Background: an optimization exercise with open tools, aiming at small area, a short achievable clock period and few clock cycles. Do not read the settings as production practice. RTL that was checked went through simulation tests only; none was proved equivalent to the original. Power figures rest on the tool's default switching activity, not on a simulated workload.

Design Core, start of the top module:
module Core(
	input             clk,
	input             rst,                        
	input      [15:0] mem_to_core_data,           
	output     [15:0] core_to_mem_data,           
	output     [23:0] core_to_mem_address,        
	output            core_to_mem_write_enable);
Settings: LEC_CHECK=0, CAP_MARGIN=20, CORE_MARGIN=2, CORE_UTILIZATION=60, CTS_CLUSTER_DIAMETER=150, CTS_CLUSTER_SIZE=20, SETUP_SLACK_MARGIN=4.6, SLEW_MARGIN=20; clock period 7.0 ns.
standard.sh (not shown) runs the stock make flow with config.mk's settings and CLKGATE_MAP_FILE= SYNTH_SCRIPT=/design/flow/synth_recipe.tcl, a recipe that flattens the netlist after the stock synthesis.
==> flow/flow/run.sh <==
#!/bin/bash
# The standard layout (standard.sh: same synthesis script, registers and
# steps), with two changes to how cells are picked:
#  - ADDER_MAP_FILE is empty, so synthesis leaves adders to abc as plain logic
#    instead of fixed full/half adder cells;
#  - the input and output port buffers are buf_4 cells instead of the delay
#    buffers (clkdlybuf4s50_1) that buffer_ports picks by default.
# ORFS writes each step's full log under orfs/logs; make's output goes to
# standard.log.
set -euo pipefail
export ADDER_MAP_FILE=
export BUFFER_PORTS_ARGS="-buffer_cell sky130_fd_sc_hd__buf_4"
bash standard.sh > standard.log 2>&1
Next try:
SETUP_SLACK_MARGIN = 4.0   (was 4.6)
Outcome: Synthesized cell count does not change. Worst hold slack is worse by 0.0045 ns. Routed wire length drops by 4.4%. Clock skew climbs by 0.0095 ns. Total power drops by 4.9%. Clock-buffer cell count is unchanged.
No functional check of the RTL was part of any run of this note.

Core, a different RTL version from the one above (not shown whole).
Size in the first run: roughly 420 flip-flops, ~59 I/O pins, about 0.020 mm^2 of cells after synthesis.
export LEC_CHECK = 0
export CAP_MARGIN = 20
export CORE_MARGIN = 2
export CORE_UTILIZATION = 60
export CTS_CLUSTER_DIAMETER = 150
export CTS_CLUSTER_SIZE = 20
export SETUP_SLACK_MARGIN = 3.7
export SLEW_MARGIN = 20
create_clock -name core_clock -period 7.0 [get_ports {clk}]
Scripts as last shown in full above: flow/flow/run.sh
The first run finished with timing, DRC and antenna clean.
Testbench counts at the start, summed over its fixed seeds: cycles 53,178.
Edit:
Settings changed: CORE_UTILIZATION 60 to 40, SETUP_SLACK_MARGIN 3.7 to 4.3.
Result: Cell area rises by 6.2%; hold slack gets worse by 0.016 ns; clock power goes up by about 3%; cell count came out higher by 13%; synthesized cell count does not change; via count came out higher by 3.5%; power increases by 3.7%; die area rose by 49%; non-clock buffer count came out higher by 59; sequential share of layout area came out lower by 2.8 points.

Core, a different RTL version from the one above (not shown whole).
Size in the first run: roughly 1700 cells after synthesis, ~370 flip-flops, about 59 I/O pins.
Settings: LEC_CHECK=0, CAP_MARGIN=20, CORE_MARGIN=2, CORE_UTILIZATION=40, SETUP_SLACK_MARGIN=4.0, SLEW_MARGIN=20; clock period 7.0 ns.
run.sh (not shown) runs the stock make flow with config.mk's settings and CLKGATE_MAP_FILE= SYNTH_SCRIPT=/design/flow/synth_recipe.tcl, a recipe that flattens the netlist after the stock synthesis.
Stock flow here: none of the scripts above is used.
The baseline finished clean.
Change:
Settings changed: SETUP_SLACK_MARGIN 4.0 to 4.6.
Effect: The changed run finished with timing, DRC and antenna clean. Clock-buffer cell count falls by 4. Cell area rose by a few percent. Total power rose by a few percent. Utilization increases by 2.9 points. Synthesized cell count is unchanged. First-iteration DRC count is higher slightly.
No run of this note included a check of the RTL's function; only the layout flow was run.

Core, a different RTL version from the one above (not shown whole).
For scale: ~1700 cells after synthesis, roughly 430 flip-flops, about 59 I/O pins, roughly 20000 sq um of cells after synthesis.
Settings: LEC_CHECK=0, CAP_MARGIN=20, CORE_MARGIN=2, CORE_UTILIZATION=75, CTS_CLUSTER_DIAMETER=150, CTS_CLUSTER_SIZE=20, SETUP_SLACK_MARGIN=4.4, SLEW_MARGIN=20; clock period 7.0 ns.
standard.sh (not shown) runs the stock make flow with config.mk's settings and CLKGATE_MAP_FILE= SYNTH_SCRIPT=/design/flow/synth_recipe.tcl, a recipe that flattens the netlist after the stock synthesis.
Scripts as last shown in full above: flow/flow/run.sh
The starting point failed in 5_1_grt with GRT-0183.
==> next run, changes <==
CORE_UTILIZATION = 60   (was 75)
The changed run produced a clean layout; area after synthesis is unchanged; synthesized cell count is unchanged.
Function was not checked in any run of this note: the RTL went through the layout flow alone.

## job 101
Core with an RTL version that a note above also has.
Size in the first run: ~59 I/O pins, roughly 20000 µm² of cells after synthesis.
Settings: LEC_CHECK=0, CAP_MARGIN=20, CORE_MARGIN=2, CORE_UTILIZATION=60, CTS_CLUSTER_DIAMETER=150, CTS_CLUSTER_SIZE=20, SETUP_SLACK_MARGIN=4.0, SLEW_MARGIN=20; clock period 7.0 ns.
==> flow/flow/run.sh <==
#!/bin/bash
# The standard layout (standard.sh: same synthesis script, registers and
# steps), with three changes to how cells are picked:
#  - ADDER_MAP_FILE is empty, so synthesis leaves adders to abc as plain logic
#    instead of fixed full/half adder cells;
#  - the slow 4-input OR cells are not used (added to DONT_USE_CELLS);
#  - the input and output port buffers are buf_4 cells instead of the delay
#    buffers (clkdlybuf4s50_1) that buffer_ports picks by default.
# ORFS writes each step's full log under orfs/logs; make's output goes to
# standard.log.
set -euo pipefail
export ADDER_MAP_FILE=
export DONT_USE_CELLS="sky130_fd_sc_hd__or4_1 sky130_fd_sc_hd__or4_2 sky130_fd_sc_hd__or4_4 sky130_fd_sc_hd__or4b_1 sky130_fd_sc_hd__or4b_2 sky130_fd_sc_hd__or4b_4 sky130_fd_sc_hd__or4bb_1 sky130_fd_sc_hd__or4bb_2 sky130_fd_sc_hd__or4bb_4"
export BUFFER_PORTS_ARGS="-buffer_cell sky130_fd_sc_hd__buf_4"
bash standard.sh > standard.log 2>&1
Testbench counts of job 101, summed over its fixed seeds: cycles 53,178.
diff inputs: job 101 => job 102
==> flow/flow/run.sh <==
#!/bin/bash
# The standard layout (standard.sh: same synthesis script, registers and
# steps), with two changes to how cells are picked:
#  - ADDER_MAP_FILE is empty, so synthesis leaves adders to abc as plain logic
#    instead of fixed full/half adder cells;
#  - the input and output port buffers are buf_4 cells instead of the delay
#    buffers (clkdlybuf4s50_1) that buffer_ports picks by default.
# ORFS writes each step's full log under orfs/logs; make's output goes to
# standard.log.
set -euo pipefail
export ADDER_MAP_FILE=
export BUFFER_PORTS_ARGS="-buffer_cell sky130_fd_sc_hd__buf_4"
bash standard.sh > standard.log 2>&1
diff --git a/flow/config.mk b/flow/config.mk
--- a/flow/config.mk
+++ b/flow/config.mk
@@ -9,6 +9,6 @@
 export CORE_MARGIN = 2
-export CORE_UTILIZATION = 60
+export CORE_UTILIZATION = 40
 export CTS_CLUSTER_DIAMETER = 150
 export CTS_CLUSTER_SIZE = 20
-export SETUP_SLACK_MARGIN = 4.0
+export SETUP_SLACK_MARGIN = 4.6
 export SLEW_MARGIN = 20
Between job 102 and job 101, the total number of vias is higher for job 102. Cmp job 102 vs job 101: fraction of standard cell area that is sequential lower in job 102. Job 102 vs. job 101: final clock period utilization by the worst path went down by 2.4 points. Job 102 vs. job 101: worst hold slack after final layout went down by 0.0042 ns. Changes observed in job 102 relative to job 101: part of the total power dissipated in the clock network fell 0.3 points; first-iteration detailed-routing DRC count rose about 8%; critical path depth rose 1; wire length rose 9.5%. Diff job 102 and job 101: non-clock buffer count lower in job 101. Status | job 102 and job 101 | clean.
--- input diff job 102..job 103 ---
diff --git a/flow/config.mk b/flow/config.mk
--- a/flow/config.mk
+++ b/flow/config.mk
@@ -9,6 +9,6 @@
 export CORE_MARGIN = 2
-export CORE_UTILIZATION = 40
+export CORE_UTILIZATION = 60
 export CTS_CLUSTER_DIAMETER = 150
 export CTS_CLUSTER_SIZE = 20
-export SETUP_SLACK_MARGIN = 4.6
+export SETUP_SLACK_MARGIN = 4.2
 export SLEW_MARGIN = 20
Every stage of the flow completed for job 103, and the final layout passed the timing, design-rule and antenna checks.
Job 103 improves on job 102 in design internal power.
Final cell count was higher in job 102 than in job 103.
Compared job 103 vs job 102, and fraction of cell area in non-clock buffers is down in job 103.
Relative to job 102, the number of rows in the core area measured on job 103 has decreased by more than 10%.
## Diff of input files: job 104 against job 103
diff --git a/flow/config.mk b/flow/config.mk
--- a/flow/config.mk
+++ b/flow/config.mk
@@ -12,3 +12,3 @@
 export CTS_CLUSTER_SIZE = 20
-export SETUP_SLACK_MARGIN = 4.2
+export SETUP_SLACK_MARGIN = 4.6
 export SLEW_MARGIN = 20
[summary]
Looking at multi-input gate share of total cell area across job 103 and job 104, the one that comes out higher is job 104. Total power: job 104 higher than job 103. The final reports for job 104 and job 103 show count of buffer and inverter cells on the critical path lower in the former. Post-CTS repair timing setup buffer count: job 104 higher than job 103. The run showing the smaller met2 track utilization from global routing is job 103. Achievable clock frequency in job 104 vs job 103: up about 4%. The global placement routability congestion in job 104 was higher than what job 103 gave. Job 103 → job 104: global-route usage increased 1.6 points, net count reported at finish up 86.
[inputs] job 105 vs job 104
diff --git a/flow/config.mk b/flow/config.mk
--- a/flow/config.mk
+++ b/flow/config.mk
@@ -12,3 +12,3 @@
 export CTS_CLUSTER_SIZE = 20
-export SETUP_SLACK_MARGIN = 4.6
+export SETUP_SLACK_MARGIN = 4.4
 export SLEW_MARGIN = 20
--- outcome ---
- Job 105: all stages complete, timing, DRC and antenna checks passed
- Looking at capture point of the critical path, the _reg_file.regs[11][13] result is from job 105; the _reg_file.regs[1][13] one comes from job 104.
- Re setup slack at placement: job 104 was higher than job 105.
- Multi-input gate area in the final layout down about 2.7% in job 105 wrt job 104
- Job 105 vs job 104, setup slack went up by 0.0044 ns.
- Re number of synthesized flops with an enable pin: no difference whatsoever between job 105 and job 104.
- NOTE: number of vias after detailed routing in job 105 falls short of that of job 104
- End-of-flow core utilization (lower): job 105

Core again, from the RTL that the note above started with.
Settings: LEC_CHECK=0, CAP_MARGIN=20, CORE_MARGIN=2, CORE_UTILIZATION=60, CTS_CLUSTER_DIAMETER=150, CTS_CLUSTER_SIZE=20, SETUP_SLACK_MARGIN=4.0, SLEW_MARGIN=20; clock period 7.0 ns.
==> flow/flow/run.sh <==
#!/bin/bash
# The standard layout (standard.sh: same synthesis script, registers and
# steps), with two changes to how cells are picked:
#  - ADDER_MAP_FILE is empty, so synthesis leaves adders to abc as plain logic
#    instead of fixed full/half adder cells;
#  - the input and output port buffers are buf_4 cells instead of the delay
#    buffers (clkdlybuf4s50_1) that buffer_ports picks by default.
# ORFS writes each step's full log under orfs/logs; make's output goes to
# standard.log.
set -euo pipefail
export ADDER_MAP_FILE=
export BUFFER_PORTS_ARGS="-buffer_cell sky130_fd_sc_hd__buf_4"
bash standard.sh > standard.log 2>&1
Testbench counts at the start, summed over its fixed seeds: cycles 53,178.
Next try:
Settings changed: CORE_UTILIZATION 60 to 40.
The changed run went through all stages and came out clean.
Maximum frequency is about the same.
Global-route usage decreases by 11 points.
Sequential share of layout area decreases by 0.74 points.
Die area increases by well over a third.
Combinational power increases slightly.

Core, a different RTL version from the one above (not shown whole).
For scale: roughly 1,800 cells after synthesis, about 430 flip-flops, about 59 I/O pins.
// Core
module Core(
	input             clk,
	input             rst,                        
	input      [15:0] mem_to_core_data,           
	output     [15:0] core_to_mem_data,           
	output     [23:0] core_to_mem_address,        
	output            core_to_mem_write_enable);  
	localparam ADD  = 4'b0000;
	localparam ADDI = 4'b0001;
	localparam SUB  = 4'b0010;
	localparam LW   = 4'b0011;
	localparam SW   = 4'b0100;
	localparam LUI  = 4'b0101;
	localparam CMP  = 4'b0110;
	localparam BR   = 4'b0111;
	localparam JMP  = 4'b1000;
	localparam SLL  = 4'b1001;
	localparam SLR  = 4'b1010;
	localparam AND  = 4'b1011;
	localparam NAND = 4'b1100;
	localparam OR   = 4'b1101;
	localparam NOT  = 4'b1110;
	localparam LLI  = 4'b1111;
	wire [15:0] md = mem_to_core_data;
	reg [23:0] addr;         
	reg [23:0] save;         
	reg        dslot;        
	reg        dslot_ld;     
	reg        we;           
	reg        a_data;       
	reg        a_ld;         
	reg        nf_lo;        
	reg        nf_kill;      
	reg [3:0]  ld_dest;
	reg        ld_we;
	reg [15:0] ir;           
	reg [15:1] oh_a, oh_b;   
	reg        r_valid;      
	reg        zero, negative;
	reg [15:0] opa, opb;
	reg [15:0] sdata;        
	reg        e_cmp;        
	reg        e_kadd, e_klog;            
	reg        e_cin;                     
	reg [6:0]  e_s0, e_s1;                
	reg [3:0]  e_tt;         
	reg        e_we_hi, e_we_lo;
	reg [3:0]  e_dest;
	wire [15:0] sum;
	wire        cout;
	add16 _add(.a(opa), .b(opb), .cin(e_cin), .s(sum), .cout(cout));
	wire eq = &(opa ^ opb);
	wire lt = cout & ~eq;    
	reg  [15:0] logic_r;
	integer k;
	always @(*)
		for (k = 0; k < 16; k = k + 1)
			logic_r[k] = e_tt[{opa[k], opb[k]}];
	reg [15:0] sh1, shf;
	integer m;
	always @(*) begin
		sh1 = opa & {16{e_s0[3]}};
		for (m = 1; m < 4; m = m + 1) begin
			sh1 = sh1 | ((opa << m) & {16{e_s0[3 - m]}}) | ((opa >> m) & {16{e_s0[3 + m]}});
		end
		shf = sh1 & {16{e_s1[3]}};
		for (m = 1; m < 4; m = m + 1) begin
			shf = shf | ((sh1 << (4 * m)) & {16{e_s1[3 - m]}}) | ((sh1 >> (4 * m)) & {16{e_s1[3 + m]}});
		end
	end
	wire [15:0] other  = ({16{e_klog}} & logic_r) |
	                     shf;
	wire [15:0] result = ({16{e_kadd}} & sum) | other;
	wire        e_hi  = e_we_hi;
  ...
Settings: LEC_CHECK=0, CAP_MARGIN=20, CORE_MARGIN=2, CORE_UTILIZATION=60, CTS_CLUSTER_DIAMETER=150, CTS_CLUSTER_SIZE=20, SETUP_SLACK_MARGIN=4.4, SLEW_MARGIN=20; clock period 7.0 ns.
Scripts as last shown in full above: flow/flow/run.sh
The starting point completed without violations.
Testbench counts at the start, summed over its fixed seeds: cycles 53,178.
Rerun with:
--- a/flow/config.mk
+++ b/flow/config.mk
@@ -9,3 +9,3 @@
 export CORE_MARGIN = 2
-export CORE_UTILIZATION = 60
+export CORE_UTILIZATION = 75
 export CTS_CLUSTER_DIAMETER = 150
Effect: Worst setup slack gets worse by 130 ps; synthesized cell count is unchanged; die area is lower by 20%; clock skew is higher by 17 ps; sequential cell count does not change.
Rerun with:
--- a/flow/flow/run.sh
+++ b/flow/flow/run.sh
@@ -2,5 +2,7 @@
 # The standard layout (standard.sh: same synthesis script, registers and
-# steps), with two changes to how cells are picked:
+# steps), with these changes to how cells are picked:
 #  - ADDER_MAP_FILE is empty, so synthesis leaves adders to abc as plain logic
 #    instead of fixed full/half adder cells;
+#  - placement's first gate sizing (repair_design) sizes each driver for at
+#    least 4 times its load's input capacitance (EARLY_SIZING_CAP_RATIO);
 #  - the input and output port buffers are buf_4 cells instead of the delay
@@ -11,2 +13,3 @@
 export ADDER_MAP_FILE=
+export EARLY_SIZING_CAP_RATIO=4
 export BUFFER_PORTS_ARGS="-buffer_cell sky130_fd_sc_hd__buf_4"
--- a/flow/config.mk
+++ b/flow/config.mk
@@ -9,3 +9,3 @@
 export CORE_MARGIN = 2
-export CORE_UTILIZATION = 75
+export CORE_UTILIZATION = 60
 export CTS_CLUSTER_DIAMETER = 150
What happened:
- cell count increases by 5.9%
- setup slack improved by 130 ps
- core utilization drops by 17 points
- global-route usage decreases by 9.6 points
- routed wire length falls by 0.88%
- die area came out higher by 24%
- synthesized area stays the same
- total power hardly moves
- sequential share of layout area is lower by 0.69 points
- register-to-register slack gains 130 ps
Rerun with:
==> flow/flow/run.sh (replaced) <==
#!/bin/bash
# The standard layout (standard.sh: same synthesis script, registers and
# steps), with two changes to how cells are picked:
#  - ADDER_MAP_FILE is empty, so synthesis leaves adders to abc as plain logic
#    instead of fixed full/half adder cells;
#  - the input and output port buffers are buf_4 cells instead of the delay
#    buffers (clkdlybuf4s50_1) that buffer_ports picks by default.
# ORFS writes each step's full log under orfs/logs; make's output goes to
# standard.log.
set -euo pipefail
export ADDER_MAP_FILE=
export BUFFER_PORTS_ARGS="-buffer_cell sky130_fd_sc_hd__buf_4"
bash standard.sh > standard.log 2>&1
--- a/flow/config.mk
+++ b/flow/config.mk
@@ -9,5 +9,6 @@
 export CORE_MARGIN = 2
-export CORE_UTILIZATION = 60
+export CORE_UTILIZATION = 50
 export CTS_CLUSTER_DIAMETER = 150
 export CTS_CLUSTER_SIZE = 20
+export PLACE_DENSITY = 0.75
 export SETUP_SLACK_MARGIN = 4.4
Synthesized area does not change.
Power hardly moves.
Sequential power stays flat.
Non-clock buffer count fell by 3.
Hold slack improves by 8.5 ps.
Cell count rose by 3.5%.
Flip-flop and latch count is unchanged.
Clock skew fell by 7.7 ps.
Worst setup slack degrades by 54 ps.

[re-timing with driven ports]
The flow's constraints put no driver on any port. The routed layouts listed below were extracted and timed again, unchanged, in two steps.
Step 1: set_driving_cell puts a clkbuf_16 on clk and a buf_2 on each other input, an assumption about the parent block.
Step 2, shift: input delay + t, output delay - t, t = (earliest + latest rising clock arrival at the registers) / 2. This alone moves slack from input paths to output paths.
Slacks: ideal / step 1 / step 2; pairs: ideal / step 1.
run	t (ns)	setup WS [ns]	worst hold slack (ns)	worst setup path at the end
the first run of note 1	0.647	4.286 / 4.286 / 4.099	0.454 / 0.454 / 0.454	input to register
the second run of note 1	0.629	4.117 / 4.117 / 4.117	0.450 / 0.450 / 0.450	register to register
the first run of note 2	0.623	3.831 / 3.831 / 3.778	0.490 / 0.490 / 0.490	input to register
the second run of note 2	0.626	4.091 / 4.091 / 4.013	0.474 / 0.474 / 0.474	input to register
the first run of note 3	0.613	3.807 / 3.752 / 3.699	0.441 / 0.441 / 0.441	input to register
the second run of note 3	0.634	3.599 / 3.599 / 3.599	0.490 / 0.490 / 0.490	register to register
the second run of note 4	0.620	4.249 / 4.249 / 4.249	0.470 / 0.470 / 0.470	register to register
job 101	0.623	4.079 / 4.079 / 3.745	0.490 / 0.490 / 0.490	input to register
job 102	0.633	4.247 / 4.247 / 4.153	0.486 / 0.486 / 0.486	input to register
job 103	0.635	4.173 / 4.173 / 4.173	0.501 / 0.501 / 0.501	register to register
job 104	0.613	4.285 / 4.285 / 4.091	0.496 / 0.496 / 0.496	input to register
job 105	0.620	4.290 / 4.290 / 4.124	0.457 / 0.457 / 0.457	input to register
the first run of note 6	0.623	4.079 / 4.079 / 3.745	0.490 / 0.490 / 0.490	input to register
the second run of note 6	0.627	4.071 / 4.071 / 3.747	0.449 / 0.449 / 0.449	input to register
the first run of note 7	0.631	4.325 / 4.325 / 4.074	0.452 / 0.452 / 0.452	input to register
the second run of note 7	0.631	4.194 / 4.194 / 4.079	0.463 / 0.463 / 0.463	input to register
the third run of note 7	0.631	4.325 / 4.325 / 4.074	0.452 / 0.452 / 0.452	input to register
the fourth run of note 7	0.637	4.272 / 4.272 / 3.969	0.460 / 0.460 / 0.460	input to register
After both steps setup and hold are still met in every run listed.
